Background: an optimization exercise with open tools, aiming at small area and a short achievable clock period. Do not read the settings as production practice.
The RTL was checked by simulation tests, not by an equivalence proof against the original design.
No activity file was given, so power comes from the tool's default toggle rates.

===== flow/design.v =====
module PE (
    input  wire               clk,
    input  wire               rst,
    input  wire               en,
    input  wire               mode_residual,
    input  wire signed [15:0] input_data,
    input  wire signed [15:0] weight_data,
    input  wire signed [15:0] residual_data,
    output reg  signed [15:0] output_data,
    output wire               input_sparse,
    output wire               weight_sparse,
    output wire               computation_skipped,
    output reg         [15:0] sparse_count,
    output reg         [15:0] total_count
);
    assign input_sparse  = (input_data[15:4] == 12'h000) |
                           ((input_data[15:4] == 12'hfff) & (input_data[3:0] != 4'h0));
    assign weight_sparse = (weight_data[15:4] == 12'h000) |
                           ((weight_data[15:4] == 12'hfff) & (weight_data[3:0] != 4'h0));
    assign computation_skipped = input_sparse | weight_sparse;
    wire mac = en & ~computation_skipped;
    reg  [15:0] acc_s;
    reg  [15:0] acc_c;
    reg         acc_x;
    wire pp_0_0;    
    nd2 u_pp0_0 (.a(input_data[0]), .b(weight_data[0]), .y(pp_0_0));
    wire pp_0_1;    
    nd2 u_pp0_1 (.a(input_data[0]), .b(weight_data[1]), .y(pp_0_1));
    wire pp_0_2;    
    nd2 u_pp0_2 (.a(input_data[0]), .b(weight_data[2]), .y(pp_0_2));
    wire pp_0_3;    
    nd2 u_pp0_3 (.a(input_data[0]), .b(weight_data[3]), .y(pp_0_3));
    wire pp_0_4;    
    nd2 u_pp0_4 (.a(input_data[0]), .b(weight_data[4]), .y(pp_0_4));
    wire pp_0_5;    
    nd2 u_pp0_5 (.a(input_data[0]), .b(weight_data[5]), .y(pp_0_5));
    wire pp_0_6;    
    nd2 u_pp0_6 (.a(input_data[0]), .b(weight_data[6]), .y(pp_0_6));
    wire pp_0_7;    
    nd2 u_pp0_7 (.a(input_data[0]), .b(weight_data[7]), .y(pp_0_7));
    wire pp_0_8;    
    nd2 u_pp0_8 (.a(input_data[0]), .b(weight_data[8]), .y(pp_0_8));
    wire pp_0_9;    
    nd2 u_pp0_9 (.a(input_data[0]), .b(weight_data[9]), .y(pp_0_9));
    wire pp_0_10;    
    nd2 u_pp0_10 (.a(input_data[0]), .b(weight_data[10]), .y(pp_0_10));
    wire pp_0_11;    
    nd2 u_pp0_11 (.a(input_data[0]), .b(weight_data[11]), .y(pp_0_11));
    wire pp_0_12;    
    nd2 u_pp0_12 (.a(input_data[0]), .b(weight_data[12]), .y(pp_0_12));
    wire pp_0_13;    
    nd2 u_pp0_13 (.a(input_data[0]), .b(weight_data[13]), .y(pp_0_13));
    wire pp_0_14;    
    nd2 u_pp0_14 (.a(input_data[0]), .b(weight_data[14]), .y(pp_0_14));
    wire pp_0_15;    
    nd2 u_pp0_15 (.a(input_data[0]), .b(weight_data[15]), .y(pp_0_15));
    wire pp_1_0;    
    nd2 u_pp1_0 (.a(input_data[1]), .b(weight_data[0]), .y(pp_1_0));
    wire pp_1_1;    
    nd2 u_pp1_1 (.a(input_data[1]), .b(weight_data[1]), .y(pp_1_1));
    wire pp_1_2;    
    nd2 u_pp1_2 (.a(input_data[1]), .b(weight_data[2]), .y(pp_1_2));
    wire pp_1_3;    
    nd2 u_pp1_3 (.a(input_data[1]), .b(weight_data[3]), .y(pp_1_3));
    wire pp_1_4;    
    nd2 u_pp1_4 (.a(input_data[1]), .b(weight_data[4]), .y(pp_1_4));
    wire pp_1_5;    
    nd2 u_pp1_5 (.a(input_data[1]), .b(weight_data[5]), .y(pp_1_5));
    wire pp_1_6;    
    nd2 u_pp1_6 (.a(input_data[1]), .b(weight_data[6]), .y(pp_1_6));
    wire pp_1_7;    
    nd2 u_pp1_7 (.a(input_data[1]), .b(weight_data[7]), .y(pp_1_7));
    wire pp_1_8;    
    nd2 u_pp1_8 (.a(input_data[1]), .b(weight_data[8]), .y(pp_1_8));
    wire pp_1_9;    
    nd2 u_pp1_9 (.a(input_data[1]), .b(weight_data[9]), .y(pp_1_9));
    wire pp_1_10;    
    nd2 u_pp1_10 (.a(input_data[1]), .b(weight_data[10]), .y(pp_1_10));
    wire pp_1_11;    
    nd2 u_pp1_11 (.a(input_data[1]), .b(weight_data[11]), .y(pp_1_11));
    wire pp_1_12;    
    nd2 u_pp1_12 (.a(input_data[1]), .b(weight_data[12]), .y(pp_1_12));
    wire pp_1_13;    
    nd2 u_pp1_13 (.a(input_data[1]), .b(weight_data[13]), .y(pp_1_13));
    wire pp_1_14;    
    nd2 u_pp1_14 (.a(input_data[1]), .b(weight_data[14]), .y(pp_1_14));
    wire pp_2_0;    
    nd2 u_pp2_0 (.a(input_data[2]), .b(weight_data[0]), .y(pp_2_0));
    wire pp_2_1;    
    nd2 u_pp2_1 (.a(input_data[2]), .b(weight_data[1]), .y(pp_2_1));
    wire pp_2_2;    
    nd2 u_pp2_2 (.a(input_data[2]), .b(weight_data[2]), .y(pp_2_2));
    wire pp_2_3;    
    nd2 u_pp2_3 (.a(input_data[2]), .b(weight_data[3]), .y(pp_2_3));
    wire pp_2_4;    
    nd2 u_pp2_4 (.a(input_data[2]), .b(weight_data[4]), .y(pp_2_4));
    wire pp_2_5;    
    nd2 u_pp2_5 (.a(input_data[2]), .b(weight_data[5]), .y(pp_2_5));
    wire pp_2_6;    
    nd2 u_pp2_6 (.a(input_data[2]), .b(weight_data[6]), .y(pp_2_6));
    wire pp_2_7;    
    nd2 u_pp2_7 (.a(input_data[2]), .b(weight_data[7]), .y(pp_2_7));
    wire pp_2_8;    
    nd2 u_pp2_8 (.a(input_data[2]), .b(weight_data[8]), .y(pp_2_8));
    wire pp_2_9;    
    nd2 u_pp2_9 (.a(input_data[2]), .b(weight_data[9]), .y(pp_2_9));
    wire pp_2_10;    
    nd2 u_pp2_10 (.a(input_data[2]), .b(weight_data[10]), .y(pp_2_10));
    wire pp_2_11;    
    nd2 u_pp2_11 (.a(input_data[2]), .b(weight_data[11]), .y(pp_2_11));
    wire pp_2_12;    
    nd2 u_pp2_12 (.a(input_data[2]), .b(weight_data[12]), .y(pp_2_12));
    wire pp_2_13;    
    nd2 u_pp2_13 (.a(input_data[2]), .b(weight_data[13]), .y(pp_2_13));
    wire pp_3_0;    
    nd2 u_pp3_0 (.a(input_data[3]), .b(weight_data[0]), .y(pp_3_0));
    wire pp_3_1;    
    nd2 u_pp3_1 (.a(input_data[3]), .b(weight_data[1]), .y(pp_3_1));
    wire pp_3_2;    
    nd2 u_pp3_2 (.a(input_data[3]), .b(weight_data[2]), .y(pp_3_2));
    wire pp_3_3;    
    nd2 u_pp3_3 (.a(input_data[3]), .b(weight_data[3]), .y(pp_3_3));
    wire pp_3_4;    
    nd2 u_pp3_4 (.a(input_data[3]), .b(weight_data[4]), .y(pp_3_4));
    wire pp_3_5;    
    nd2 u_pp3_5 (.a(input_data[3]), .b(weight_data[5]), .y(pp_3_5));
    wire pp_3_6;    
    nd2 u_pp3_6 (.a(input_data[3]), .b(weight_data[6]), .y(pp_3_6));
    wire pp_3_7;    
    nd2 u_pp3_7 (.a(input_data[3]), .b(weight_data[7]), .y(pp_3_7));
    wire pp_3_8;    
    nd2 u_pp3_8 (.a(input_data[3]), .b(weight_data[8]), .y(pp_3_8));
    wire pp_3_9;    
    nd2 u_pp3_9 (.a(input_data[3]), .b(weight_data[9]), .y(pp_3_9));
    wire pp_3_10;    
    nd2 u_pp3_10 (.a(input_data[3]), .b(weight_data[10]), .y(pp_3_10));
    wire pp_3_11;    
    nd2 u_pp3_11 (.a(input_data[3]), .b(weight_data[11]), .y(pp_3_11));
    wire pp_3_12;    
    nd2 u_pp3_12 (.a(input_data[3]), .b(weight_data[12]), .y(pp_3_12));
    wire pp_4_0;    
    nd2 u_pp4_0 (.a(input_data[4]), .b(weight_data[0]), .y(pp_4_0));
    wire pp_4_1;    
    nd2 u_pp4_1 (.a(input_data[4]), .b(weight_data[1]), .y(pp_4_1));
    wire pp_4_2;    
    nd2 u_pp4_2 (.a(input_data[4]), .b(weight_data[2]), .y(pp_4_2));
    wire pp_4_3;    
    nd2 u_pp4_3 (.a(input_data[4]), .b(weight_data[3]), .y(pp_4_3));
    wire pp_4_4;    
    nd2 u_pp4_4 (.a(input_data[4]), .b(weight_data[4]), .y(pp_4_4));
    wire pp_4_5;    
    nd2 u_pp4_5 (.a(input_data[4]), .b(weight_data[5]), .y(pp_4_5));
    wire pp_4_6;    
    nd2 u_pp4_6 (.a(input_data[4]), .b(weight_data[6]), .y(pp_4_6));
    wire pp_4_7;    
    nd2 u_pp4_7 (.a(input_data[4]), .b(weight_data[7]), .y(pp_4_7));
    wire pp_4_8;    
    nd2 u_pp4_8 (.a(input_data[4]), .b(weight_data[8]), .y(pp_4_8));
    wire pp_4_9;    
    nd2 u_pp4_9 (.a(input_data[4]), .b(weight_data[9]), .y(pp_4_9));
    wire pp_4_10;    
    nd2 u_pp4_10 (.a(input_data[4]), .b(weight_data[10]), .y(pp_4_10));
    wire pp_4_11;    
    nd2 u_pp4_11 (.a(input_data[4]), .b(weight_data[11]), .y(pp_4_11));
    wire pp_5_0;    
    nd2 u_pp5_0 (.a(input_data[5]), .b(weight_data[0]), .y(pp_5_0));
    wire pp_5_1;    
    nd2 u_pp5_1 (.a(input_data[5]), .b(weight_data[1]), .y(pp_5_1));
    wire pp_5_2;    
    nd2 u_pp5_2 (.a(input_data[5]), .b(weight_data[2]), .y(pp_5_2));
    wire pp_5_3;    
    nd2 u_pp5_3 (.a(input_data[5]), .b(weight_data[3]), .y(pp_5_3));
    wire pp_5_4;    
    nd2 u_pp5_4 (.a(input_data[5]), .b(weight_data[4]), .y(pp_5_4));
    wire pp_5_5;    
    nd2 u_pp5_5 (.a(input_data[5]), .b(weight_data[5]), .y(pp_5_5));
    wire pp_5_6;    
    nd2 u_pp5_6 (.a(input_data[5]), .b(weight_data[6]), .y(pp_5_6));
    wire pp_5_7;    
    nd2 u_pp5_7 (.a(input_data[5]), .b(weight_data[7]), .y(pp_5_7));
    wire pp_5_8;    
    nd2 u_pp5_8 (.a(input_data[5]), .b(weight_data[8]), .y(pp_5_8));
    wire pp_5_9;    
    nd2 u_pp5_9 (.a(input_data[5]), .b(weight_data[9]), .y(pp_5_9));
    wire pp_5_10;    
    nd2 u_pp5_10 (.a(input_data[5]), .b(weight_data[10]), .y(pp_5_10));
    wire pp_6_0;    
    nd2 u_pp6_0 (.a(input_data[6]), .b(weight_data[0]), .y(pp_6_0));
    wire pp_6_1;    
    nd2 u_pp6_1 (.a(input_data[6]), .b(weight_data[1]), .y(pp_6_1));
    wire pp_6_2;    
    nd2 u_pp6_2 (.a(input_data[6]), .b(weight_data[2]), .y(pp_6_2));
    wire pp_6_3;    
    nd2 u_pp6_3 (.a(input_data[6]), .b(weight_data[3]), .y(pp_6_3));
    wire pp_6_4;    
    nd2 u_pp6_4 (.a(input_data[6]), .b(weight_data[4]), .y(pp_6_4));
    wire pp_6_5;    
    nd2 u_pp6_5 (.a(input_data[6]), .b(weight_data[5]), .y(pp_6_5));
    wire pp_6_6;    
    nd2 u_pp6_6 (.a(input_data[6]), .b(weight_data[6]), .y(pp_6_6));
    wire pp_6_7;    
    nd2 u_pp6_7 (.a(input_data[6]), .b(weight_data[7]), .y(pp_6_7));
    wire pp_6_8;    
    nd2 u_pp6_8 (.a(input_data[6]), .b(weight_data[8]), .y(pp_6_8));
    wire pp_6_9;    
    nd2 u_pp6_9 (.a(input_data[6]), .b(weight_data[9]), .y(pp_6_9));
    wire pp_7_0;    
    nd2 u_pp7_0 (.a(input_data[7]), .b(weight_data[0]), .y(pp_7_0));
    wire pp_7_1;    
    nd2 u_pp7_1 (.a(input_data[7]), .b(weight_data[1]), .y(pp_7_1));
    wire pp_7_2;    
    nd2 u_pp7_2 (.a(input_data[7]), .b(weight_data[2]), .y(pp_7_2));
    wire pp_7_3;    
    nd2 u_pp7_3 (.a(input_data[7]), .b(weight_data[3]), .y(pp_7_3));
    wire pp_7_4;    
    nd2 u_pp7_4 (.a(input_data[7]), .b(weight_data[4]), .y(pp_7_4));
    wire pp_7_5;    
    nd2 u_pp7_5 (.a(input_data[7]), .b(weight_data[5]), .y(pp_7_5));
    wire pp_7_6;    
    nd2 u_pp7_6 (.a(input_data[7]), .b(weight_data[6]), .y(pp_7_6));
    wire pp_7_7;    
    nd2 u_pp7_7 (.a(input_data[7]), .b(weight_data[7]), .y(pp_7_7));
    wire pp_7_8;    
    nd2 u_pp7_8 (.a(input_data[7]), .b(weight_data[8]), .y(pp_7_8));
    wire pp_8_0;    
    nd2 u_pp8_0 (.a(input_data[8]), .b(weight_data[0]), .y(pp_8_0));
    wire pp_8_1;    
    nd2 u_pp8_1 (.a(input_data[8]), .b(weight_data[1]), .y(pp_8_1));
    wire pp_8_2;    
    nd2 u_pp8_2 (.a(input_data[8]), .b(weight_data[2]), .y(pp_8_2));
    wire pp_8_3;    
    nd2 u_pp8_3 (.a(input_data[8]), .b(weight_data[3]), .y(pp_8_3));
    wire pp_8_4;    
    nd2 u_pp8_4 (.a(input_data[8]), .b(weight_data[4]), .y(pp_8_4));
    wire pp_8_5;    
    nd2 u_pp8_5 (.a(input_data[8]), .b(weight_data[5]), .y(pp_8_5));
    wire pp_8_6;    
    nd2 u_pp8_6 (.a(input_data[8]), .b(weight_data[6]), .y(pp_8_6));
    wire pp_8_7;    
    nd2 u_pp8_7 (.a(input_data[8]), .b(weight_data[7]), .y(pp_8_7));
    wire pp_9_0;    
    nd2 u_pp9_0 (.a(input_data[9]), .b(weight_data[0]), .y(pp_9_0));
    wire pp_9_1;    
    nd2 u_pp9_1 (.a(input_data[9]), .b(weight_data[1]), .y(pp_9_1));
    wire pp_9_2;    
    nd2 u_pp9_2 (.a(input_data[9]), .b(weight_data[2]), .y(pp_9_2));
    wire pp_9_3;    
    nd2 u_pp9_3 (.a(input_data[9]), .b(weight_data[3]), .y(pp_9_3));
    wire pp_9_4;    
    nd2 u_pp9_4 (.a(input_data[9]), .b(weight_data[4]), .y(pp_9_4));
    wire pp_9_5;    
    nd2 u_pp9_5 (.a(input_data[9]), .b(weight_data[5]), .y(pp_9_5));
    wire pp_9_6;    
    nd2 u_pp9_6 (.a(input_data[9]), .b(weight_data[6]), .y(pp_9_6));
    wire pp_10_0;    
    nd2 u_pp10_0 (.a(input_data[10]), .b(weight_data[0]), .y(pp_10_0));
    wire pp_10_1;    
    nd2 u_pp10_1 (.a(input_data[10]), .b(weight_data[1]), .y(pp_10_1));
    wire pp_10_2;    
    nd2 u_pp10_2 (.a(input_data[10]), .b(weight_data[2]), .y(pp_10_2));
    wire pp_10_3;    
    nd2 u_pp10_3 (.a(input_data[10]), .b(weight_data[3]), .y(pp_10_3));
    wire pp_10_4;    
    nd2 u_pp10_4 (.a(input_data[10]), .b(weight_data[4]), .y(pp_10_4));
    wire pp_10_5;    
    nd2 u_pp10_5 (.a(input_data[10]), .b(weight_data[5]), .y(pp_10_5));
    wire pp_11_0;    
    nd2 u_pp11_0 (.a(input_data[11]), .b(weight_data[0]), .y(pp_11_0));
    wire pp_11_1;    
    nd2 u_pp11_1 (.a(input_data[11]), .b(weight_data[1]), .y(pp_11_1));
    wire pp_11_2;    
    nd2 u_pp11_2 (.a(input_data[11]), .b(weight_data[2]), .y(pp_11_2));
    wire pp_11_3;    
    nd2 u_pp11_3 (.a(input_data[11]), .b(weight_data[3]), .y(pp_11_3));
    wire pp_11_4;    
    nd2 u_pp11_4 (.a(input_data[11]), .b(weight_data[4]), .y(pp_11_4));
    wire pp_12_0;    
    nd2 u_pp12_0 (.a(input_data[12]), .b(weight_data[0]), .y(pp_12_0));
    wire pp_12_1;    
    nd2 u_pp12_1 (.a(input_data[12]), .b(weight_data[1]), .y(pp_12_1));
    wire pp_12_2;    
    nd2 u_pp12_2 (.a(input_data[12]), .b(weight_data[2]), .y(pp_12_2));
    wire pp_12_3;    
    nd2 u_pp12_3 (.a(input_data[12]), .b(weight_data[3]), .y(pp_12_3));
    wire pp_13_0;    
    nd2 u_pp13_0 (.a(input_data[13]), .b(weight_data[0]), .y(pp_13_0));
    wire pp_13_1;    
    nd2 u_pp13_1 (.a(input_data[13]), .b(weight_data[1]), .y(pp_13_1));
    wire pp_13_2;    
    nd2 u_pp13_2 (.a(input_data[13]), .b(weight_data[2]), .y(pp_13_2));
    wire pp_14_0;    
    nd2 u_pp14_0 (.a(input_data[14]), .b(weight_data[0]), .y(pp_14_0));
    wire pp_14_1;    
    nd2 u_pp14_1 (.a(input_data[14]), .b(weight_data[1]), .y(pp_14_1));
    wire pp_15_0;    
    nd2 u_pp15_0 (.a(input_data[15]), .b(weight_data[0]), .y(pp_15_0));
    wire hs0, hc0;
    xn2 u_hs0 (.a(acc_cn[11]), .b(acc_sn[11]), .y(hs0));
    or2m u_hc0 (.a(acc_cn[11]), .b(acc_sn[11]), .y(hc0));
    wire fs0, fc0;
    fa u_fa0 (.a(acc_cn[12]), .b(acc_sn[12]), .c(pp_0_12), .s(fs0), .co(fc0));
    wire hs1, hc1;
    xn2 u_hs1 (.a(pp_10_2), .b(pp_11_1), .y(hs1));
    or2m u_hc1 (.a(pp_10_2), .b(pp_11_1), .y(hc1));
    wire fs1, fc1;
    fa u_fa1 (.a(acc_cn[13]), .b(acc_sn[13]), .c(pp_0_13), .s(fs1), .co(fc1));
    wire fs2, fc2;
    fa u_fa2 (.a(pp_10_3), .b(pp_11_2), .c(pp_12_1), .s(fs2), .co(fc2));
    wire hs2, hc2;
    xn2 u_hs2 (.a(pp_13_0), .b(pp_1_12), .y(hs2));
    or2m u_hc2 (.a(pp_13_0), .b(pp_1_12), .y(hc2));
    wire fs3, fc3;
    fa u_fa3 (.a(acc_cn[14]), .b(acc_sn[14]), .c(pp_0_14), .s(fs3), .co(fc3));
    wire fs4, fc4;
    fa u_fa4 (.a(pp_10_4), .b(pp_11_3), .c(pp_12_2), .s(fs4), .co(fc4));
    wire fs5, fc5;
    fa u_fa5 (.a(pp_13_1), .b(pp_14_0), .c(pp_1_13), .s(fs5), .co(fc5));
    wire hs3, hc3;
    xn2 u_hs3 (.a(pp_2_12), .b(pp_3_11), .y(hs3));
    or2m u_hc3 (.a(pp_2_12), .b(pp_3_11), .y(hc3));
    wire hs4, hc4;
    xn2 u_hs4 (.a(acc_cn[6]), .b(acc_sn[6]), .y(hs4));
    or2m u_hc4 (.a(acc_cn[6]), .b(acc_sn[6]), .y(hc4));
    wire fs6, fc6;
    fa u_fa6 (.a(acc_cn[7]), .b(acc_sn[7]), .c(pp_0_7), .s(fs6), .co(fc6));
    wire fs7, fc7;
    fa u_fa7 (.a(acc_cn[8]), .b(acc_sn[8]), .c(pp_0_8), .s(fs7), .co(fc7));
    wire hs5, hc5;
    xn2 u_hs5 (.a(pp_1_7), .b(pp_2_6), .y(hs5));
    or2m u_hc5 (.a(pp_1_7), .b(pp_2_6), .y(hc5));
    wire fs8, fc8;
    fa u_fa8 (.a(acc_cn[9]), .b(acc_sn[9]), .c(pp_0_9), .s(fs8), .co(fc8));
    wire fs9, fc9;
    fa u_fa9 (.a(pp_1_8), .b(pp_2_7), .c(pp_3_6), .s(fs9), .co(fc9));
    wire hs6, hc6;
    xn2 u_hs6 (.a(pp_4_5), .b(pp_5_4), .y(hs6));
    or2m u_hc6 (.a(pp_4_5), .b(pp_5_4), .y(hc6));
    wire fs10, fc10;
    fa u_fa10 (.a(acc_cn[10]), .b(acc_sn[10]), .c(pp_0_10), .s(fs10), .co(fc10));
    wire fs11, fc11;
    fa u_fa11 (.a(pp_10_0), .b(pp_1_9), .c(pp_2_8), .s(fs11), .co(fc11));
    wire fs12, fc12;
    fa u_fa12 (.a(pp_3_7), .b(pp_4_6), .c(pp_5_5), .s(fs12), .co(fc12));
    wire hs7, hc7;
    xn2 u_hs7 (.a(pp_6_4), .b(pp_7_3), .y(hs7));
    or2m u_hc7 (.a(pp_6_4), .b(pp_7_3), .y(hc7));
    wire fs13, fc13;
    fa u_fa13 (.a(hs0), .b(pp_0_11), .c(pp_10_1), .s(fs13), .co(fc13));
    wire fs14, fc14;
    fa u_fa14 (.a(pp_11_0), .b(pp_1_10), .c(pp_2_9), .s(fs14), .co(fc14));
    wire fs15, fc15;
    fa u_fa15 (.a(pp_3_8), .b(pp_4_7), .c(pp_5_6), .s(fs15), .co(fc15));
    wire fs16, fc16;
    fa u_fa16 (.a(pp_6_5), .b(pp_7_4), .c(pp_8_3), .s(fs16), .co(fc16));
    wire fs17, fc17;
    fa u_fa17 (.a(hc0), .b(pp_12_0), .c(pp_1_11), .s(fs17), .co(fc17));
    wire fs18, fc18;
    fa u_fa18 (.a(pp_2_10), .b(pp_3_9), .c(pp_4_8), .s(fs18), .co(fc18));
    wire fs19, fc19;
    fa u_fa19 (.a(pp_5_7), .b(pp_6_6), .c(pp_7_5), .s(fs19), .co(fc19));
    wire fs20, fc20;
    fa u_fa20 (.a(pp_8_4), .b(pp_9_3), .c(hs1), .s(fs20), .co(fc20));
    wire fs21, fc21;
    fa u_fa21 (.a(pp_2_11), .b(pp_3_10), .c(pp_4_9), .s(fs21), .co(fc21));
    wire fs22, fc22;
    fa u_fa22 (.a(pp_5_8), .b(pp_6_7), .c(pp_7_6), .s(fs22), .co(fc22));
    wire fs23, fc23;
    fa u_fa23 (.a(pp_8_5), .b(pp_9_4), .c(hc1), .s(fs23), .co(fc23));
    wire fs24, fc24;
    fa u_fa24 (.a(hs2), .b(fc0), .c(fs1), .s(fs24), .co(fc24));
    wire fs25, fc25;
    fa u_fa25 (.a(pp_4_10), .b(pp_5_9), .c(pp_6_8), .s(fs25), .co(fc25));
    wire fs26, fc26;
    fa u_fa26 (.a(pp_7_7), .b(pp_8_6), .c(pp_9_5), .s(fs26), .co(fc26));
    wire fs27, fc27;
    fa u_fa27 (.a(hc2), .b(hs3), .c(fc1), .s(fs27), .co(fc27));
    wire fs28, fc28;
    fa u_fa28 (.a(fc2), .b(fs3), .c(fs4), .s(fs28), .co(fc28));
    wire hs8, hc8;
    xn2 u_hs8 (.a(acc_sn[5]), .b(pp_0_5), .y(hs8));
    or2m u_hc8 (.a(acc_sn[5]), .b(pp_0_5), .y(hc8));
    wire fs29, fc29;
    fa u_fa29 (.a(acc_xn), .b(hs4), .c(pp_0_6), .s(fs29), .co(fc29));
    wire fs30, fc30;
    fa u_fa30 (.a(pp_1_5), .b(pp_2_4), .c(pp_3_3), .s(fs30), .co(fc30));
    wire fs31, fc31;
    fa u_fa31 (.a(hc4), .b(pp_1_6), .c(pp_2_5), .s(fs31), .co(fc31));
    wire fs32, fc32;
    fa u_fa32 (.a(pp_3_4), .b(pp_4_3), .c(pp_5_2), .s(fs32), .co(fc32));
    wire hs9, hc9;
    xn2 u_hs9 (.a(pp_6_1), .b(pp_7_0), .y(hs9));
    or2m u_hc9 (.a(pp_6_1), .b(pp_7_0), .y(hc9));
    wire fs33, fc33;
    fa u_fa33 (.a(pp_3_5), .b(pp_4_4), .c(pp_5_3), .s(fs33), .co(fc33));
    wire fs34, fc34;
    fa u_fa34 (.a(pp_6_2), .b(pp_7_1), .c(pp_8_0), .s(fs34), .co(fc34));
    wire fs35, fc35;
    fa u_fa35 (.a(hs5), .b(fc6), .c(fs7), .s(fs35), .co(fc35));
    wire fs36, fc36;
    fa u_fa36 (.a(pp_6_3), .b(pp_7_2), .c(pp_8_1), .s(fs36), .co(fc36));
    wire fs37, fc37;
    fa u_fa37 (.a(pp_9_0), .b(hc5), .c(hs6), .s(fs37), .co(fc37));
    wire fs38, fc38;
    fa u_fa38 (.a(fc7), .b(fs8), .c(fs9), .s(fs38), .co(fc38));
    wire fs39, fc39;
    fa u_fa39 (.a(pp_8_2), .b(pp_9_1), .c(hc6), .s(fs39), .co(fc39));
    wire fs40, fc40;
    fa u_fa40 (.a(hs7), .b(fc8), .c(fc9), .s(fs40), .co(fc40));
    wire fs41, fc41;
    fa u_fa41 (.a(fs10), .b(fs11), .c(fs12), .s(fs41), .co(fc41));
    wire fs42, fc42;
    fa u_fa42 (.a(pp_9_2), .b(hc7), .c(fc10), .s(fs42), .co(fc42));
    wire fs43, fc43;
    fa u_fa43 (.a(fc11), .b(fc12), .c(fs13), .s(fs43), .co(fc43));
    wire fs44, fc44;
    fa u_fa44 (.a(fs14), .b(fs15), .c(fs16), .s(fs44), .co(fc44));
    wire fs45, fc45;
    fa u_fa45 (.a(fc13), .b(fc14), .c(fc15), .s(fs45), .co(fc45));
    wire fs46, fc46;
    fa u_fa46 (.a(fc16), .b(fs0), .c(fs17), .s(fs46), .co(fc46));
    wire fs47, fc47;
    fa u_fa47 (.a(fs18), .b(fs19), .c(fs20), .s(fs47), .co(fc47));
    wire fs48, fc48;
    fa u_fa48 (.a(fc17), .b(fc18), .c(fc19), .s(fs48), .co(fc48));
    wire fs49, fc49;
    fa u_fa49 (.a(fs2), .b(fs21), .c(fs22), .s(fs49), .co(fc49));
    wire fs50, fc50;
    fa u_fa50 (.a(fc20), .b(fs23), .c(fs24), .s(fs50), .co(fc50));
    wire fs51, fc51;
    fa u_fa51 (.a(fc21), .b(fc22), .c(fs25), .s(fs51), .co(fc51));
    wire fs52, fc52;
    fa u_fa52 (.a(fs26), .b(fs5), .c(fc23), .s(fs52), .co(fc52));
    wire fs53, fc53;
    fa u_fa53 (.a(fc24), .b(fs27), .c(fs28), .s(fs53), .co(fc53));
    wire hs10, hc10;
    xn2 u_hs10 (.a(acc_sn[3]), .b(pp_0_3), .y(hs10));
    or2m u_hc10 (.a(acc_sn[3]), .b(pp_0_3), .y(hc10));
    wire fs54, fc54;
    fa u_fa54 (.a(acc_sn[4]), .b(pp_0_4), .c(pp_1_3), .s(fs54), .co(fc54));
    wire hs11, hc11;
    xn2 u_hs11 (.a(pp_2_2), .b(pp_3_1), .y(hs11));
    or2m u_hc11 (.a(pp_2_2), .b(pp_3_1), .y(hc11));
    wire fs55, fc55;
    fa u_fa55 (.a(pp_1_4), .b(pp_2_3), .c(pp_3_2), .s(fs55), .co(fc55));
    wire fs56, fc56;
    fa u_fa56 (.a(pp_4_1), .b(pp_5_0), .c(hs8), .s(fs56), .co(fc56));
    wire fs57, fc57;
    fa u_fa57 (.a(pp_4_2), .b(pp_5_1), .c(pp_6_0), .s(fs57), .co(fc57));
    wire fs58, fc58;
    fa u_fa58 (.a(hc8), .b(fs29), .c(fs30), .s(fs58), .co(fc58));
    wire fs59, fc59;
    fa u_fa59 (.a(hs9), .b(fc29), .c(fc30), .s(fs59), .co(fc59));
    wire fs60, fc60;
    fa u_fa60 (.a(fs31), .b(fs32), .c(fs6), .s(fs60), .co(fc60));
    wire fs61, fc61;
    fa u_fa61 (.a(hc9), .b(fc31), .c(fc32), .s(fs61), .co(fc61));
    wire fs62, fc62;
    fa u_fa62 (.a(fs33), .b(fs34), .c(fs35), .s(fs62), .co(fc62));
    wire fs63, fc63;
    fa u_fa63 (.a(fc33), .b(fc34), .c(fs36), .s(fs63), .co(fc63));
    wire fs64, fc64;
    fa u_fa64 (.a(fs37), .b(fc35), .c(fs38), .s(fs64), .co(fc64));
    wire fs65, fc65;
    fa u_fa65 (.a(fc36), .b(fc37), .c(fs39), .s(fs65), .co(fc65));
    wire fs66, fc66;
    fa u_fa66 (.a(fc38), .b(fs40), .c(fs41), .s(fs66), .co(fc66));
    wire fs67, fc67;
    fa u_fa67 (.a(fc39), .b(fc40), .c(fc41), .s(fs67), .co(fc67));
    wire fs68, fc68;
    fa u_fa68 (.a(fs42), .b(fs43), .c(fs44), .s(fs68), .co(fc68));
    wire fs69, fc69;
    fa u_fa69 (.a(fc42), .b(fc43), .c(fc44), .s(fs69), .co(fc69));
    wire fs70, fc70;
    fa u_fa70 (.a(fs45), .b(fs46), .c(fs47), .s(fs70), .co(fc70));
    wire fs71, fc71;
    fa u_fa71 (.a(fc45), .b(fc46), .c(fs48), .s(fs71), .co(fc71));
    wire fs72, fc72;
    fa u_fa72 (.a(fs49), .b(fc47), .c(fs50), .s(fs72), .co(fc72));
    wire fs73, fc73;
    fa u_fa73 (.a(fc48), .b(fc49), .c(fs51), .s(fs73), .co(fc73));
    wire fs74, fc74;
    fa u_fa74 (.a(fs52), .b(fc50), .c(fs53), .s(fs74), .co(fc74));
    wire hs12, hc12;
    xn2 u_hs12 (.a(acc_sn[2]), .b(pp_0_2), .y(hs12));
    or2m u_hc12 (.a(acc_sn[2]), .b(pp_0_2), .y(hc12));
    wire fs75, fc75;
    fa u_fa75 (.a(pp_1_2), .b(pp_2_1), .c(pp_3_0), .s(fs75), .co(fc75));
    wire fs76, fc76;
    fa u_fa76 (.a(pp_4_0), .b(hc10), .c(hs11), .s(fs76), .co(fc76));
    wire fs77, fc77;
    fa u_fa77 (.a(hc11), .b(fc54), .c(fs55), .s(fs77), .co(fc77));
    wire fs78, fc78;
    fa u_fa78 (.a(fc55), .b(fs57), .c(fc56), .s(fs78), .co(fc78));
    wire fs79, fc79;
    fa u_fa79 (.a(fc57), .b(fc58), .c(fs59), .s(fs79), .co(fc79));
    wire fs80, fc80;
    fa u_fa80 (.a(fc59), .b(fc60), .c(fs61), .s(fs80), .co(fc80));
    wire fs81, fc81;
    fa u_fa81 (.a(fc61), .b(fs63), .c(fc62), .s(fs81), .co(fc81));
    wire fs82, fc82;
    fa u_fa82 (.a(fc63), .b(fs65), .c(fc64), .s(fs82), .co(fc82));
    wire fs83, fc83;
    fa u_fa83 (.a(fc65), .b(fc66), .c(fs67), .s(fs83), .co(fc83));
    wire fs84, fc84;
    fa u_fa84 (.a(fc67), .b(fc68), .c(fs69), .s(fs84), .co(fc84));
    wire fs85, fc85;
    fa u_fa85 (.a(fc69), .b(fs71), .c(fc70), .s(fs85), .co(fc85));
    wire fs86, fc86;
    fa u_fa86 (.a(fc71), .b(fs73), .c(fc72), .s(fs86), .co(fc86));
    wire hs13, hc13;
    xn2 u_hs13 (.a(acc_sn[1]), .b(pp_0_1), .y(hs13));
    or2m u_hc13 (.a(acc_sn[1]), .b(pp_0_1), .y(hc13));
    wire fs87, fc87;
    fa u_fa87 (.a(pp_1_1), .b(pp_2_0), .c(hs12), .s(fs87), .co(fc87));
    wire fs88, fc88;
    fa u_fa88 (.a(hc12), .b(hs10), .c(fs75), .s(fs88), .co(fc88));
    wire fs89, fc89;
    fa u_fa89 (.a(fc75), .b(fs54), .c(fs76), .s(fs89), .co(fc89));
    wire fs90, fc90;
    fa u_fa90 (.a(fc76), .b(fs56), .c(fs77), .s(fs90), .co(fc90));
    wire fs91, fc91;
    fa u_fa91 (.a(fc77), .b(fs58), .c(fs78), .s(fs91), .co(fc91));
    wire fs92, fc92;
    fa u_fa92 (.a(fs60), .b(fc78), .c(fs79), .s(fs92), .co(fc92));
    wire fs93, fc93;
    fa u_fa93 (.a(fc79), .b(fs80), .c(fs62), .s(fs93), .co(fc93));
    wire fs94, fc94;
    fa u_fa94 (.a(fc80), .b(fs64), .c(fs81), .s(fs94), .co(fc94));
    wire fs95, fc95;
    fa u_fa95 (.a(fs66), .b(fc81), .c(fs82), .s(fs95), .co(fc95));
    wire fs96, fc96;
    fa u_fa96 (.a(fs68), .b(fc82), .c(fs83), .s(fs96), .co(fc96));
    wire fs97, fc97;
    fa u_fa97 (.a(fs70), .b(fc83), .c(fs84), .s(fs97), .co(fc97));
    wire fs98, fc98;
    fa u_fa98 (.a(fc84), .b(fs72), .c(fs85), .s(fs98), .co(fc98));
    wire fs99, fc99;
    fa u_fa99 (.a(fs74), .b(fc85), .c(fs86), .s(fs99), .co(fc99));
    wire xs0;
    xo2 u_xo0 (.a(acc_cn[15]), .b(acc_sn[15]), .y(xs0));
    wire xs1;
    xo2 u_xo1 (.a(xs0), .b(pp_0_15), .y(xs1));
    wire xs2;
    xo2 u_xo2 (.a(pp_10_5), .b(pp_11_4), .y(xs2));
    wire xs3;
    xo2 u_xo3 (.a(pp_12_3), .b(pp_13_2), .y(xs3));
    wire xs4;
    xo2 u_xo4 (.a(pp_14_1), .b(pp_15_0), .y(xs4));
    wire xs5;
    xo2 u_xo5 (.a(pp_1_14), .b(pp_2_13), .y(xs5));
    wire xs6;
    xo2 u_xo6 (.a(pp_3_12), .b(pp_4_11), .y(xs6));
    wire xs7;
    xo2 u_xo7 (.a(pp_5_10), .b(pp_6_9), .y(xs7));
    wire xs8;
    xo2 u_xo8 (.a(pp_7_8), .b(pp_8_7), .y(xs8));
    wire xs9;
    xo2 u_xo9 (.a(pp_9_6), .b(xs1), .y(xs9));
    wire xs10;
    xo2 u_xo10 (.a(xs2), .b(xs3), .y(xs10));
    wire xs11;
    xo2 u_xo11 (.a(xs4), .b(xs5), .y(xs11));
    wire xs12;
    xo2 u_xo12 (.a(xs6), .b(xs7), .y(xs12));
    wire xs13;
    xo2 u_xo13 (.a(xs8), .b(hc3), .y(xs13));
    wire xs14;
    xo2 u_xo14 (.a(fc25), .b(fc26), .y(xs14));
    wire xs15;
    xo2 u_xo15 (.a(fc3), .b(fc4), .y(xs15));
    wire xs16;
    xo2 u_xo16 (.a(fc5), .b(xs10), .y(xs16));
    wire xs17;
    xo2 u_xo17 (.a(xs11), .b(xs12), .y(xs17));
    wire xs18;
    xo2 u_xo18 (.a(xs9), .b(xs13), .y(xs18));
    wire xs19;
    xo2 u_xo19 (.a(xs14), .b(xs15), .y(xs19));
    wire xs20;
    xo2 u_xo20 (.a(xs16), .b(xs17), .y(xs20));
    wire xs21;
    xo2 u_xo21 (.a(xs18), .b(fc27), .y(xs21));
    wire xs22;
    xo2 u_xo22 (.a(xs19), .b(xs20), .y(xs22));
    wire xs23;
    xo2 u_xo23 (.a(fc28), .b(fc51), .y(xs23));
    wire xs24;
    xo2 u_xo24 (.a(xs21), .b(xs22), .y(xs24));
    wire xs25;
    xo2 u_xo25 (.a(fc52), .b(xs23), .y(xs25));
    wire xs26;
    xo2 u_xo26 (.a(xs24), .b(xs25), .y(xs26));
    wire xs27;
    xo2 u_xo27 (.a(fc53), .b(fc73), .y(xs27));
    wire xs28;
    xo2 u_xo28 (.a(xs26), .b(xs27), .y(xs28));
    wire xs29;
    xo2 u_xo29 (.a(xs28), .b(fc74), .y(xs29));
    wire xs30;
    xn2 u_xo30 (.a(xs29), .b(fc86), .y(xs30));
    wire hs14, hc14;
    xn2 u_hs14 (.a(acc_sn[0]), .b(pp_0_0), .y(hs14));
    or2m u_hc14 (.a(acc_sn[0]), .b(pp_0_0), .y(hc14));
    wire fs100, fc100;
    fa u_fa100 (.a(pp_1_0), .b(hc14), .c(hs13), .s(fs100), .co(fc100));
    wire fs101, fc101;
    fa u_fa101 (.a(hc13), .b(fc100), .c(fs87), .s(fs101), .co(fc101));
    wire fs102, fc102;
    fa u_fa102 (.a(fc87), .b(fs88), .c(fc101), .s(fs102), .co(fc102));
    wire fs103, fc103;
    fa u_fa103 (.a(fc88), .b(fs89), .c(fc102), .s(fs103), .co(fc103));
    wire fs104, fc104;
    fa u_fa104 (.a(fc89), .b(fs90), .c(fc103), .s(fs104), .co(fc104));
    wire [15:0] row0 = {xs30, fc98, fc97, fc96, fc95, fc94, fc93, fc92, fc91, fc90, fs104, fs103, fs102, fs101, fs100, hs14};
    wire [15:0] row1 = {fc99, fs99, fs98, fs97, fs96, fs95, fs94, fs93, fs92, fs91, 1'b0, 1'b0, 1'b0, 1'b0, 1'b0, 1'b0};
    wire        rowx = fc104;    
    wire [15:0] res_g = residual_data & {16{mode_residual}};
    wire hs15, hc15;
    ha u_ha15 (.a(acc_c[6]), .b(acc_s[6]), .s(hs15), .co(hc15));
    wire hs16, hc16;
    ha u_ha16 (.a(acc_c[7]), .b(acc_s[7]), .s(hs16), .co(hc16));
    wire hs17, hc17;
    ha u_ha17 (.a(acc_c[8]), .b(acc_s[8]), .s(hs17), .co(hc17));
    wire hs18, hc18;
    ha u_ha18 (.a(acc_c[9]), .b(acc_s[9]), .s(hs18), .co(hc18));
    wire hs19, hc19;
    ha u_ha19 (.a(acc_c[10]), .b(acc_s[10]), .s(hs19), .co(hc19));
    wire hs20, hc20;
    ha u_ha20 (.a(acc_c[11]), .b(acc_s[11]), .s(hs20), .co(hc20));
    wire hs21, hc21;
    ha u_ha21 (.a(acc_c[12]), .b(acc_s[12]), .s(hs21), .co(hc21));
    wire hs22, hc22;
    ha u_ha22 (.a(acc_c[13]), .b(acc_s[13]), .s(hs22), .co(hc22));
    wire hs23, hc23;
    ha u_ha23 (.a(acc_c[14]), .b(acc_s[14]), .s(hs23), .co(hc23));
    wire hs24, hc24;
    ha u_ha24 (.a(acc_x), .b(hs15), .s(hs24), .co(hc24));
    wire fs105, fc105;
    fa u_fa105 (.a(hc15), .b(hs16), .c(res_g[7]), .s(fs105), .co(fc105));
    wire fs106, fc106;
    fa u_fa106 (.a(hc16), .b(hs17), .c(res_g[8]), .s(fs106), .co(fc106));
    wire fs107, fc107;
    fa u_fa107 (.a(hc17), .b(hs18), .c(res_g[9]), .s(fs107), .co(fc107));
    wire fs108, fc108;
    fa u_fa108 (.a(hc18), .b(hs19), .c(res_g[10]), .s(fs108), .co(fc108));
    wire fs109, fc109;
    fa u_fa109 (.a(hc19), .b(hs20), .c(res_g[11]), .s(fs109), .co(fc109));
    wire fs110, fc110;
    fa u_fa110 (.a(hc20), .b(hs21), .c(res_g[12]), .s(fs110), .co(fc110));
    wire fs111, fc111;
    fa u_fa111 (.a(hc21), .b(hs22), .c(res_g[13]), .s(fs111), .co(fc111));
    wire fs112, fc112;
    fa u_fa112 (.a(hc22), .b(hs23), .c(res_g[14]), .s(fs112), .co(fc112));
    wire xs31;
    xo2 u_xo31 (.a(acc_c[15]), .b(acc_s[15]), .y(xs31));
    wire xs32;
    xo2 u_xo32 (.a(xs31), .b(hc23), .y(xs32));
    wire xs33;
    xo2 u_xo33 (.a(res_g[15]), .b(xs32), .y(xs33));
    wire xs34;
    xo2 u_xo34 (.a(xs33), .b(fc112), .y(xs34));
    wire [15:0] out0 = {xs34, fc111, fc110, fc109, fc108, fc107, fc106, fc105, hc24, res_g[6], acc_s[5], acc_s[4], acc_s[3], acc_s[2], acc_s[1], acc_s[0]};
    wire [15:0] out1 = {1'b0, fs112, fs111, fs110, fs109, fs108, fs107, fs106, fs105, hs24, res_g[5], res_g[4], res_g[3], res_g[2], res_g[1], res_g[0]};
    wire [15:0] out_nx = out0 + out1;
    wire [15:0] acc_s_d, acc_c_d, out_d;
    wire [15:0] acc_sn = ~acc_s;
    wire [15:0] acc_cn = ~acc_c;
    wire acc_xn = ~acc_x;
    mx2i u_ms0 (.s(mac), .a1(row0[0]), .a0(acc_sn[0]), .y(acc_s_d[0]));
    mx2i u_ms1 (.s(mac), .a1(row0[1]), .a0(acc_sn[1]), .y(acc_s_d[1]));
    mx2i u_ms2 (.s(mac), .a1(row0[2]), .a0(acc_sn[2]), .y(acc_s_d[2]));
    mx2i u_ms3 (.s(mac), .a1(row0[3]), .a0(acc_sn[3]), .y(acc_s_d[3]));
    mx2i u_ms4 (.s(mac), .a1(row0[4]), .a0(acc_sn[4]), .y(acc_s_d[4]));
    mx2i u_ms5 (.s(mac), .a1(row0[5]), .a0(acc_sn[5]), .y(acc_s_d[5]));
    mx2i u_ms6 (.s(mac), .a1(row0[6]), .a0(acc_sn[6]), .y(acc_s_d[6]));
    mx2i u_ms7 (.s(mac), .a1(row0[7]), .a0(acc_sn[7]), .y(acc_s_d[7]));
    mx2i u_ms8 (.s(mac), .a1(row0[8]), .a0(acc_sn[8]), .y(acc_s_d[8]));
    mx2i u_ms9 (.s(mac), .a1(row0[9]), .a0(acc_sn[9]), .y(acc_s_d[9]));
    mx2i u_ms10 (.s(mac), .a1(row0[10]), .a0(acc_sn[10]), .y(acc_s_d[10]));
    mx2i u_ms11 (.s(mac), .a1(row0[11]), .a0(acc_sn[11]), .y(acc_s_d[11]));
    mx2i u_ms12 (.s(mac), .a1(row0[12]), .a0(acc_sn[12]), .y(acc_s_d[12]));
    mx2i u_ms13 (.s(mac), .a1(row0[13]), .a0(acc_sn[13]), .y(acc_s_d[13]));
    mx2i u_ms14 (.s(mac), .a1(row0[14]), .a0(acc_sn[14]), .y(acc_s_d[14]));
    mx2i u_ms15 (.s(mac), .a1(row0[15]), .a0(acc_sn[15]), .y(acc_s_d[15]));
    mx2i u_mc6 (.s(mac), .a1(row1[6]), .a0(acc_cn[6]), .y(acc_c_d[6]));
    mx2i u_mc7 (.s(mac), .a1(row1[7]), .a0(acc_cn[7]), .y(acc_c_d[7]));
    mx2i u_mc8 (.s(mac), .a1(row1[8]), .a0(acc_cn[8]), .y(acc_c_d[8]));
    mx2i u_mc9 (.s(mac), .a1(row1[9]), .a0(acc_cn[9]), .y(acc_c_d[9]));
    mx2i u_mc10 (.s(mac), .a1(row1[10]), .a0(acc_cn[10]), .y(acc_c_d[10]));
    mx2i u_mc11 (.s(mac), .a1(row1[11]), .a0(acc_cn[11]), .y(acc_c_d[11]));
    mx2i u_mc12 (.s(mac), .a1(row1[12]), .a0(acc_cn[12]), .y(acc_c_d[12]));
    mx2i u_mc13 (.s(mac), .a1(row1[13]), .a0(acc_cn[13]), .y(acc_c_d[13]));
    mx2i u_mc14 (.s(mac), .a1(row1[14]), .a0(acc_cn[14]), .y(acc_c_d[14]));
    mx2i u_mc15 (.s(mac), .a1(row1[15]), .a0(acc_cn[15]), .y(acc_c_d[15]));
    wire acc_x_d;
    mx2i u_mx (.s(mac), .a1(rowx), .a0(acc_xn), .y(acc_x_d));
    mx2 u_mo0 (.s(en), .a1(out_nx[0]), .a0(output_data[0]), .y(out_d[0]));
    mx2 u_mo1 (.s(en), .a1(out_nx[1]), .a0(output_data[1]), .y(out_d[1]));
    mx2 u_mo2 (.s(en), .a1(out_nx[2]), .a0(output_data[2]), .y(out_d[2]));
    mx2 u_mo3 (.s(en), .a1(out_nx[3]), .a0(output_data[3]), .y(out_d[3]));
    mx2 u_mo4 (.s(en), .a1(out_nx[4]), .a0(output_data[4]), .y(out_d[4]));
    mx2 u_mo5 (.s(en), .a1(out_nx[5]), .a0(output_data[5]), .y(out_d[5]));
    mx2 u_mo6 (.s(en), .a1(out_nx[6]), .a0(output_data[6]), .y(out_d[6]));
    mx2 u_mo7 (.s(en), .a1(out_nx[7]), .a0(output_data[7]), .y(out_d[7]));
    mx2 u_mo8 (.s(en), .a1(out_nx[8]), .a0(output_data[8]), .y(out_d[8]));
    mx2 u_mo9 (.s(en), .a1(out_nx[9]), .a0(output_data[9]), .y(out_d[9]));
    mx2 u_mo10 (.s(en), .a1(out_nx[10]), .a0(output_data[10]), .y(out_d[10]));
    mx2 u_mo11 (.s(en), .a1(out_nx[11]), .a0(output_data[11]), .y(out_d[11]));
    mx2 u_mo12 (.s(en), .a1(out_nx[12]), .a0(output_data[12]), .y(out_d[12]));
    mx2 u_mo13 (.s(en), .a1(out_nx[13]), .a0(output_data[13]), .y(out_d[13]));
    mx2 u_mo14 (.s(en), .a1(out_nx[14]), .a0(output_data[14]), .y(out_d[14]));
    mx2 u_mo15 (.s(en), .a1(out_nx[15]), .a0(output_data[15]), .y(out_d[15]));
    always @(posedge clk or posedge rst) begin
        if (rst) begin
            acc_s <= 16'd0;
            acc_c <= 16'd0;
            acc_x <= 1'b0;
            output_data <= 16'd0;
            sparse_count <= 16'd0;
            total_count <= 16'd0;
        end else begin
            total_count  <= total_count + {15'd0, en};
            sparse_count <= sparse_count + {15'd0, en & computation_skipped};
            acc_s <= acc_s_d;
            acc_c[6] <= acc_c_d[6];
            acc_c[7] <= acc_c_d[7];
            acc_c[8] <= acc_c_d[8];
            acc_c[9] <= acc_c_d[9];
            acc_c[10] <= acc_c_d[10];
            acc_c[11] <= acc_c_d[11];
            acc_c[12] <= acc_c_d[12];
            acc_c[13] <= acc_c_d[13];
            acc_c[14] <= acc_c_d[14];
            acc_c[15] <= acc_c_d[15];
            acc_x <= acc_x_d;
            output_data <= out_d;
        end
    end
endmodule
module fa (input wire a, input wire b, input wire c, output wire s, output wire co);
    assign s = a ^ b ^ c;
    assign co = (a & b) | (a & c) | (b & c);
endmodule
module ha (input wire a, input wire b, output wire s, output wire co);
    assign s = a ^ b;
    assign co = a & b;
endmodule
module xo2 (input wire a, input wire b, output wire y);
    assign y = a ^ b;
endmodule
module xn2 (input wire a, input wire b, output wire y);
    assign y = ~(a ^ b);
endmodule
module or2m (input wire a, input wire b, output wire y);
    assign y = a | b;
endmodule
module nd2 (input wire a, input wire b, output wire y);
    assign y = ~(a & b);
endmodule
module mx2 (input wire s, input wire a1, input wire a0, output wire y);
    assign y = s ? a1 : a0;
endmodule
module mx2i (input wire s, input wire a1, input wire a0, output wire y);
    assign y = ~(s ? a1 : a0);
endmodule

===== flow/flow/run.sh =====
#!/bin/bash
# Standard ORFS layout with two changes:
#  - port buffers use the smallest buffer cell (buffer_ports' default pick is clkdlybuf4s50_1);
#  - after synthesis every combinational cell starts at drive strength 1 (flow/downsize.tcl),
#    and timing repair sizes up only what the timing needs.
set -euo pipefail
export BUFFER_PORTS_ARGS="-buffer_cell sky130_fd_sc_hd__buf_1"
export POST_SYNTH_TCL="$(pwd)/flow/downsize.tcl"
bash standard.sh finish > standard_flow.log 2>&1

===== flow/flow/downsize.tcl =====
# Sourced after the synthesized netlist is loaded (POST_SYNTH_TCL): set every
# combinational cell to its smallest (_1) drive strength; the later timing repair
# sizes up the cells that need it. Flip-flops are left as synthesis made them.
set db [ord::get_db]
set n 0
foreach inst [[ord::get_db_block] getInsts] {
  set m [[$inst getMaster] getName]
  if {[regexp {^(sky130_fd_sc_hd__[a-z0-9]+)_([0-9]+)$} $m -> base d]} {
    if {[string match "*__df*" $base] || [string match "*__dl*" $base] || [string match "*__sdf*" $base]} { continue }
    if {$d > 1} {
      set nm [$db findMaster ${base}_1]
      if {$nm ne "NULL" && $nm ne ""} { $inst swapMaster $nm; incr n }
    }
  }
}
puts "downsize.tcl: set $n cells to drive strength 1"

===== flow/standard.sh =====
#!/bin/bash
# synth_recipe.tcl (not shown) runs the flow's synth.tcl, then flattens the netlist and writes it again
# the make line also repeats each setting of config.mk as NAME=value (left out here)
make -C /OpenROAD-flow-scripts/flow DESIGN_CONFIG=/design/flow/config.mk WORK_HOME=/design/flow/orfs CLKGATE_MAP_FILE= SYNTH_SCRIPT=/design/flow/synth_recipe.tcl "${@:-finish}"

===== flow/config.mk =====
export PLATFORM = sky130hd
export DESIGN_NAME = PE
export DESIGN_NICKNAME = PE
export VERILOG_FILES = /design/flow/design.v
export SDC_FILE = /design/flow/constraint.sdc
export NUM_CORES = 4
export LEC_CHECK = 0
export CAP_MARGIN = 20
export CORE_MARGIN = 2
export CORE_UTILIZATION = 40
export PLACE_DENSITY = 0.6
export SETUP_SLACK_MARGIN = 3.7
export SLEW_MARGIN = 20
export SYNTH_HIERARCHICAL = 1
export SYNTH_MINIMUM_KEEP_SIZE = 0

===== flow/constraint.sdc =====
create_clock -name core_clock -period 8.0 [get_ports {clk}]
set_input_delay 1.6000 -clock core_clock [delete_from_list [all_inputs] [get_ports {clk}]]
set_output_delay 1.6000 -clock core_clock [all_outputs]
set_load 0.01 [all_outputs]

==> flow_metrics.env, run 1 <==
export IMPL_overflow=0
export IMPL_core_sq_mm=0.01796
export IMPL_start_kind="input pin"
export IMPL_yosys_warnings=7
export IMPL_grt_busiest_layer="met2"
export IMPL_setup_viol=0
export IMPL_hold_viol_final=0
export IMPL_tns_ps=0
export IMPL_grt_util_met2_pct=28.39
export IMPL_antenna_found_initial=0
export IMPL_grt_usage_pct=18.03
export IMPL_max_freq_mhz=228.5
export IMPL_period_needed_ps=4376
export IMPL_start_util_pct=40.64
export IMPL_hpwl_microns=12940
export IMPL_worstMarginPinSlew_ps=926.1
export IMPL_grt_pass1_vias=5562
export IMPL_cp_data_arrival_time_ps=2780
export IMPL_nets=994
export IMPL_port_buffers=102
export IMPL_grt_start_max_net_pins=76
export IMPL_drt_iter0_markers=272
export IMPL_hold_path_endpoint="sparse_count[15]"
export IMPL_drive_gt1_share_pct=10.07
export IMPL_ctsHoldBuffers=0
export IMPL_crit_required_ps=6400
export IMPL_die_w_microns=139.1
export IMPL_synth_nets=871
export IMPL_hp_class="reg2reg"
export IMPL_crit_path_max_fanout=14
export IMPL_vias=5339
export IMPL_synth_cells=676
export IMPL_critical_path_class="in2out"
export IMPL_totalWireLength_microns=16900
export IMPL_insertion_delay_ps=340
export IMPL_rows=49
export IMPL_grt_pass1_wl_microns=27990
export IMPL_gp_congestion=0.8631
export IMPL_clockBufferDepth=2
export IMPL_drt_pass1_iterations=4
export IMPL_p_leak_uw=0.003650
export IMPL_cts_sinks=75
export IMPL_synth_area_sq_mm=0.007300
export IMPL_num_io_pins=103
export IMPL_grtUsageMet3_pct=3.695
export IMPL_final_antenna_net_count=0
export IMPL_end_kind="primary output"
export IMPL_die_area_sq_mm=0.01934
export IMPL_ir_drop_v=0.0002252
export IMPL_drc=0
export IMPL_areaGrowthSynthToFinish_pct=18.60
export IMPL_r2r_start="acc_c[13]"
export IMPL_design_area_sq_mm=0.008657
export IMPL_clkTransAtPathRegs_ps=60
export IMPL_r2r_end="acc_c[14]"
export IMPL_wl_per_cell_microns=16.36
export IMPL_worstRegToRegCells=8
export IMPL_syn_area_per_cell_sq_um=10.80
export IMPL_power_density_mw_per_mm2=411.4
export IMPL_reg2reg_slack_ps=4610
export IMPL_fin_crit_sh_pct=54.71
export IMPL_root_buffer="clkbuf_16"
export IMPL_die_y_microns=139.1
export IMPL_slew_viol_final=0
export IMPL_hp_start="sparse_count[15]"
export IMPL_cap_violations=0
export IMPL_final_setup_skew_ps=6.654
export IMPL_rsz0062_at_grt="yes"
export IMPL_htree_levels=3
export IMPL_max_slew_margin_pct=38.26
export IMPL_cts_tree="done"
export IMPL_cts_buffers=9
export IMPL_hold_depth=1
export IMPL_num_antenna_cells=0
export IMPL_via_per_inst=5.168
export IMPL_outcome="timing/DRC/antenna clean"
export IMPL_place_area_sq_mm=0.007984
export IMPL_met1_usage_pct=25.37
## sequential cells by signal, indices dropped and copies added, names as in the netlist
register      flops
output_data      16
acc_s            16
total_count      16
sparse_count     16
acc_x             1
acc_c            10
## report_power, final
part | internal (uW) | switching (uW)
sequential | 537 | 82.7
combinational | 1200 | 1340
clock | 250 | 158
total | 1980 | 1580
## metrics by stage
step,setup WS (ps),util [%],hold WS (ps),cells,total power (uW)
floorplan,3491,-,503.9,676,2624
global placement,2750,44.45,458.2,1007,3134
detailed placement,2657,44.45,470.1,1007,3175
CTS,3666,47.34,479.5,1027,3613
global route,3558,48.19,496.7,1033,4001
finish,3624,48.19,467.4,1033,3562
## layout make-up
cell class | count | area, sq um
Tap cell | 229 | 286.5
Multi-Input combinational cell | 564 | 5374
Clock buffer | 10 | 239.0
Inverter | 32 | 120.1
Timing Repair Buffer | 117 | 695.7
Fill cell | 1665 | 9306
Clock inverter | 6 | 65.06
Sequential cell | 75 | 1877
## worst max-delay path by stage
stage	startpoint	to
global route	input_data[0]	acc_c[14]
CTS	input_data[1]	computation_skipped
detailed placement	input_data[0]	acc_c[14]
floorplan	input_data[0]	acc_c[14]
finish	weight_data[4]	weight_sparse
global placement	input_data[0]	acc_c[14]
## routing by layer
metal  routed length (microns)  vias to the layer above
met1                      7710                     2668
met4                       265                        0
met3                      1058                       22
li1                          -                     2462
met5                         0                        -
met2                      7860                      187
## critical path: stages
cell and delay [ps]:
buf_4 180, nor4_1 360, a31oi_2 240, buf_4 200, inv_1 50, buf_1 140
## placed cells by master, fill, tap and decap left out, types with 14 or more instances in the layout
| cell | n |
|---|---|
| nand2_1 | 155 |
| fa_1 | 109 |
| dfrtp_1 | 75 |
| buf_1 | 70 |
| xor2_1 | 46 |
| xnor2_1 | 43 |
| inv_1 | 30 |
| ha_1 | 29 |
| mux2i_1 | 28 |
| buf_4 | 20 |
| and2_1 | 18 |
| mux2_1 | 17 |
| or2_1 | 16 |
| nand4_1 | 14 |
| buf_6 | 14 |
## what timing repair did
action | in CTS | in global routing
setup buffers | 4 | 6
gates cloned | 0 | 0
resized for setup | 69 | 35
endpoints found under the setup margin | 19 | 9
pin swaps | 4 | 4
==> run 2: changes to the inputs <==
--- a/flow/config.mk
+++ b/flow/config.mk
@@ -9,7 +9,7 @@
 export CORE_MARGIN = 2
 export CORE_UTILIZATION = 40
 export PLACE_DENSITY = 0.6
-export SETUP_SLACK_MARGIN = 3.7
+export SETUP_SLACK_MARGIN = 3.6
 export SLEW_MARGIN = 20
 export SYNTH_HIERARCHICAL = 1
 export SYNTH_MINIMUM_KEEP_SIZE = 0
==> run 2 against run 1 <==
Effect of this change:
- synthesized area stayed put
- power is 0.49% lower
- critical path depth up 1
- clock power is essentially flat
- sequential power about the same
- worst setup slack got worse by 83 ps
- still clean
- first-iteration DRC count decreased by 4.0%
- critical endpoint is now input_sparse
- die area is the same
- cell count about the same
- critical path type unchanged
- register-to-register slack is essentially flat
- utilization decreased by 0.61 points
- global-route usage is essentially flat
==> flow_metrics.env, run 2 <==
export IMPL_r2r_end="acc_c[14]"
export IMPL_num_fill_cells=1684
export IMPL_areaGrowthSynthToFinish_pct=17.09
export IMPL_root_buffer="clkbuf_16"
export IMPL_worstSetupStartpoint="input_data[5]"
export IMPL_cts_tree="done"
export IMPL_rows=49
export IMPL_power_density_mw_per_mm2=414.6
export IMPL_yosys_warnings=7
export IMPL_ir_drop_v=0.0002245
export IMPL_cap_violations=0
export IMPL_core_sq_mm=0.01796
export IMPL_mostFrequentLayoutCell="nand2_1"
export IMPL_fin_crit_sh_pct=55.75
export IMPL_drt_iter0_markers=261
export IMPL_max_freq_mhz=224.2
export IMPL_antenna_found_initial=0
export IMPL_cts_sinks=75
export IMPL_gp_congestion=0.8631
export IMPL_cp_data_arrival_time_ps=2860
export IMPL_hold_viol_final=0
export IMPL_vias=5278
export IMPL_drc=0
export IMPL_grt_start_max_net_pins=76
export IMPL_max_slew_margin_pct=37.97
export IMPL_critical_path_class="in2out"
export IMPL_via_per_inst=5.114
export IMPL_final_cell_mix="155 x nand2_1, 113 x fa_1, 75 x dfrtp_1"
export IMPL_crit_end="input_sparse"
export IMPL_htree_levels=3
export IMPL_synth_area_sq_mm=0.007300
export IMPL_grt_usage_pct=17.99
export IMPL_seq_area_sq_mm=0.001877
export IMPL_start_kind="input pin"
export IMPL_r2r_start="acc_c[13]"
export IMPL_insertion_delay_ps=340
export IMPL_final_setup_skew_ps=6.059
export IMPL_num_io_pins=103
export IMPL_die_area_sq_mm=0.01934
export IMPL_clockBufferDepth=2
export IMPL_grt_pass1_wl_microns=27960
export IMPL_die_y_microns=139.1
export IMPL_end_kind="primary output"
export IMPL_port_buffers=102
export IMPL_tns_ps=0
export IMPL_p_leak_uw=0.003607
export IMPL_synth_cells=676
export IMPL_overflow=0
export IMPL_worstRegToRegCells=8
export IMPL_final_antenna_net_count=0
export IMPL_wl_per_cell_microns=16.28
export IMPL_totalWireLength_microns=16800
export IMPL_hp_class="reg2reg"
export IMPL_nets=993
export IMPL_reg2reg_slack_ps=4610
export IMPL_syn_area_per_cell_sq_um=10.80
export IMPL_die_w_microns=139.1
export IMPL_cts_buffers=9
export IMPL_design_area_sq_mm=0.008547
export IMPL_crit_path_max_fanout=13
export IMPL_num_antenna_cells=0
export IMPL_outcome="timing/DRC/antenna clean"
export IMPL_period_needed_ps=4460
export IMPL_multi_input_area_sq_mm=0.005354
export IMPL_synth_nets=871
export IMPL_drive_gt1_share_pct=8.966
export IMPL_rsz0062_at_grt="yes"
export IMPL_slew_viol_final=0
export IMPL_drt_pass1_iterations=5
export IMPL_grt_pass1_vias=5526
export IMPL_hpwl_microns=12940
export IMPL_start_util_pct=40.64
export IMPL_worstMarginPinSlew_ps=930.4
export IMPL_setup_viol=0
export IMPL_place_area_sq_mm=0.007984
export IMPL_clkTransAtPathRegs_ps=60
export IMPL_crit_required_ps=6400
run 2: changes by cell type in the layout (fill, tap and decap cells not counted), sizes merged:
cell    previous run  this run
buf              112       103
clkbuf            15        23
run 2: per-layer routing:
layer	up-vias	global-route usage (%)	part of all wire [%]
met5	-	0	0
met3	10	3.764	7.2
met4	0	4.997	0.93
li1	2464	-	-
met2	199	28.44	47
met1	2605	25.28	45
run 2: how the worst min path moves through the flow:
stage	start	to	slack (ps)	cells after the start
floorplan	sparse_count[15]	sparse_count[15]	500	1
global placement	sparse_count[15]	sparse_count[15]	460	1
detailed placement	sparse_count[15]	sparse_count[15]	470	1
CTS	sparse_count[15]	sparse_count[15]	480	1
global route	sparse_count[15]	sparse_count[15]	500	1
finish	sparse_count[15]	sparse_count[15]	470	1
run 2: stage by stage:
step	setup slack, ps	instances	hold WS (ps)	util (%)	power [uW]
after CTS	3591	1027	479.5	46.84	3608
after floorplan	3491	676	503.9	-	2624
final	3540	1032	467.4	47.58	3544
after global routing	3504	1032	496.7	47.58	3989
after detailed placement	2657	1007	470.1	44.45	3175
after global placement	2750	1007	458.2	44.45	3134
run 2: layout make-up:
| cell class | count | share of cell area, % |
|---|---|---|
| repair buffers | 116 | 7.085 |
| inverters | 32 | 1.405 |
| multi-input cells | 564 | 62.64 |
| clock buffers | 10 | 2.796 |
| clock inverters | 6 | 0.7612 |
| well taps | 229 | 3.352 |
| flip-flops and latches | 75 | 21.96 |
run 2: worst max-delay path: stages:
cell and delay [ps]:
clkbuf_4 190, nor4_1 430, a31oi_2 140, buf_4 190, buf_4 130, inv_1 40
buf_1 140
run 2: repair_timing:
| action | in CTS | in global routing |
|---|---|---|
| hold buffers | 0 | 0 |
| gates resized for setup | 44 | 33 |
| endpoints found under the setup margin | 18 | 5 |
| pin swaps | 1 | 2 |
| setup buffers | 4 | 5 |
run 2: report_power, final:
part / leakage, uW / switching (uW) / total [uW] / internal, uW
Clock: 0.000148 / 157 / 407 / 250
Combinational: 0.00251 / 1330 / 2520 / 1180
Sequential: 0.000945 / 82.8 / 620 / 537
==> run 3: changes to the inputs <==
--- a/flow/config.mk
+++ b/flow/config.mk
@@ -9,7 +9,7 @@
 export CORE_MARGIN = 2
 export CORE_UTILIZATION = 40
 export PLACE_DENSITY = 0.6
-export SETUP_SLACK_MARGIN = 3.6
+export SETUP_SLACK_MARGIN = 3.4
 export SLEW_MARGIN = 20
 export SYNTH_HIERARCHICAL = 1
 export SYNTH_MINIMUM_KEEP_SIZE = 0
==> run 3 against run 2 <==
Effect of this change:
- hold slack worse by 4.3 ps
- global-route usage increased by 0.64 points
- clock skew about the same
- still clean
- combinational power is essentially flat
- critical path depth down 1
- clock power down 5.2%
- synthesized area unchanged
- highest routed layer unchanged
==> flow_metrics.env, run 3 <==
export IMPL_place_area_sq_mm=0.007975
export IMPL_yosys_warnings=7
export IMPL_synth_area_sq_mm=0.007300
export IMPL_syn_area_per_cell_sq_um=10.80
export IMPL_period_needed_ps=4660
export IMPL_setup_viol=0
export IMPL_p_clk_share_pct=10.9
export IMPL_via_per_inst=5.170
export IMPL_p_sw_uw=1586
export IMPL_critPathMostFrequentCell="buf_1"
export IMPL_max_slew_margin_pct=37.45
export IMPL_grt_pass1_wl_microns=28770
export IMPL_intPower_uw=1970
export IMPL_reg2reg_slack_ps=4540
export IMPL_port_buffers=102
export IMPL_antenna_found_initial=0
export IMPL_start_util_pct=40.64
export IMPL_clockBufferDepth=2
export IMPL_mostFrequentLayoutCell="nand2_1"
export IMPL_power_density_mw_per_mm2=427.2
export IMPL_cp_data_arrival_time_ps=3060
export IMPL_drive_gt1_share_pct=5.409
export IMPL_root_buffer="clkbuf_16"
export IMPL_rsz0062_at_grt="yes"
export IMPL_cap_violations=0
export IMPL_num_fill_cells=1749
export IMPL_comb_power_share_pct=71.7
export IMPL_hold_viol_final=0
export IMPL_worstSetupStartpoint="weight_data[10]"
export IMPL_cpPeakStageDelay_ps=400
export IMPL_grt_usage_pct=18.63
export IMPL_hp_class="reg2reg"
export IMPL_hp_start="sparse_count[15]"
export IMPL_seq_area_sq_mm=0.001877
export IMPL_insertion_delay_ps=330
export IMPL_vias=5294
export IMPL_totalWireLength_microns=17180
export IMPL_cts_sinks=75
export IMPL_outcome="timing/DRC/antenna clean"
export IMPL_stdcell_count=1024
export IMPL_drt_pass1_iterations=5
export IMPL_synth_cells=676
export IMPL_areaGrowthSynthToFinish_pct=14.02
export IMPL_crit_path_cell_trace="buf_1, nand4_1, nor4_1, a31oi_2, nand2_1, buf_1"
export IMPL_worstMarginPinSlew_ps=938.2
export IMPL_multi_input_area_sq_mm=0.005293
export IMPL_wl_per_cell_microns=16.78
export IMPL_overflow=0
export IMPL_num_io_pins=103
export IMPL_core_sq_mm=0.01796
export IMPL_fin_crit_sh_pct=58.25
export IMPL_die_area_sq_mm=0.01934
export IMPL_ctsHoldBuffers=0
export IMPL_die_y_microns=139.1
export IMPL_final_antenna_net_count=0
export IMPL_ir_drop_v=0.0003676
export IMPL_slew_viol_final=0
export IMPL_placed_cells=1006
export IMPL_nets=985
export IMPL_grt_pass1_vias=5623
export IMPL_cts_tree="done"
export IMPL_p_leak_uw=0.003503
export IMPL_num_antenna_cells=0
export IMPL_final_cell_mix="156 x nand2_1, 113 x fa_1, 84 x buf_1"
export IMPL_p_sw_share_pct=44.61
export IMPL_tns_ps=0
export IMPL_gp_congestion=0.8617
export IMPL_power_uw=3556
export IMPL_final_util_pct=46.33
export IMPL_start_kind="input pin"
export IMPL_crit_slowest_cell="buf_1"
-- run 3: worst paths after layout --
path | end | cells after the start
min | sparse_count[15] | 1
max | computation_skipped | 6
max reg2reg | acc_c[14] | 8
max in group asynchronous | acc_s[0] | 3
min in group asynchronous | sparse_count[8] | 3
min reg2reg | sparse_count[15] | 1
-- run 3: cell type report --
cell class                      instances  share of cell area, %
Multi-Input combinational cell        564                  63.59
Sequential cell                        75                  22.55
Timing Repair Buffer                  108                  5.457
Tap cell                              229                  3.443
Clock buffer                           13                  3.247
Inverter                               32                  1.458
Clock inverter                          3                 0.2556
-- run 3: power groups by stage --
stage,clock network (uW),registers (uW),logic (uW)
after floorplan,0,637,1980
after global placement,0,623,2520
after detailed placement,0,630,2580
after CTS,400,624,2590
after global routing,416,641,2950
final,386,621,2550
-- run 3: critical path: cells and delay by family --
family | cells | cell delay, ps
AOI/OAI and AO/OA | 1 | 150
buffers and inverters | 2 | 580
and+or+nand+nor | 3 | 720
-- run 3: per-stage QoR --
step           setup WS [ps]  hold slack, ps
3_3_place_gp            2894           457.8
6_report                3340           463.2
4_1_cts                 3394           471.8
5_1_grt                 3371           492.3
3_5_place_dp            2806           461.3
2_1_floorplan           3454           503.9
-- run 3: repair_timing --
action                                  in CTS  in global routing
setup buffers                                2                  0
endpoints found under the hold margin        0                  0
resized for setup                           21                  4
endpoints found under the setup margin      13                  7
-- run 3: metal layers --
metal | vias up | routed length [microns] | global-route usage (%)
met5 | - | 0 | 0
met4 | 0 | 272 | 5.954
met3 | 17 | 1016 | 3.453
met2 | 188 | 7955 | 28.75
met1 | 2638 | 7938 | 26.78
li1 | 2451 | - | -

Check on run 3: ideal ports give 3.340 ns setup slack; a clkbuf_16 on the clock port and buf_2 on the inputs give 3.316 ns; moving port delays by the midpoint clock arrival (0.369 ns) as well gives 3.138 ns.
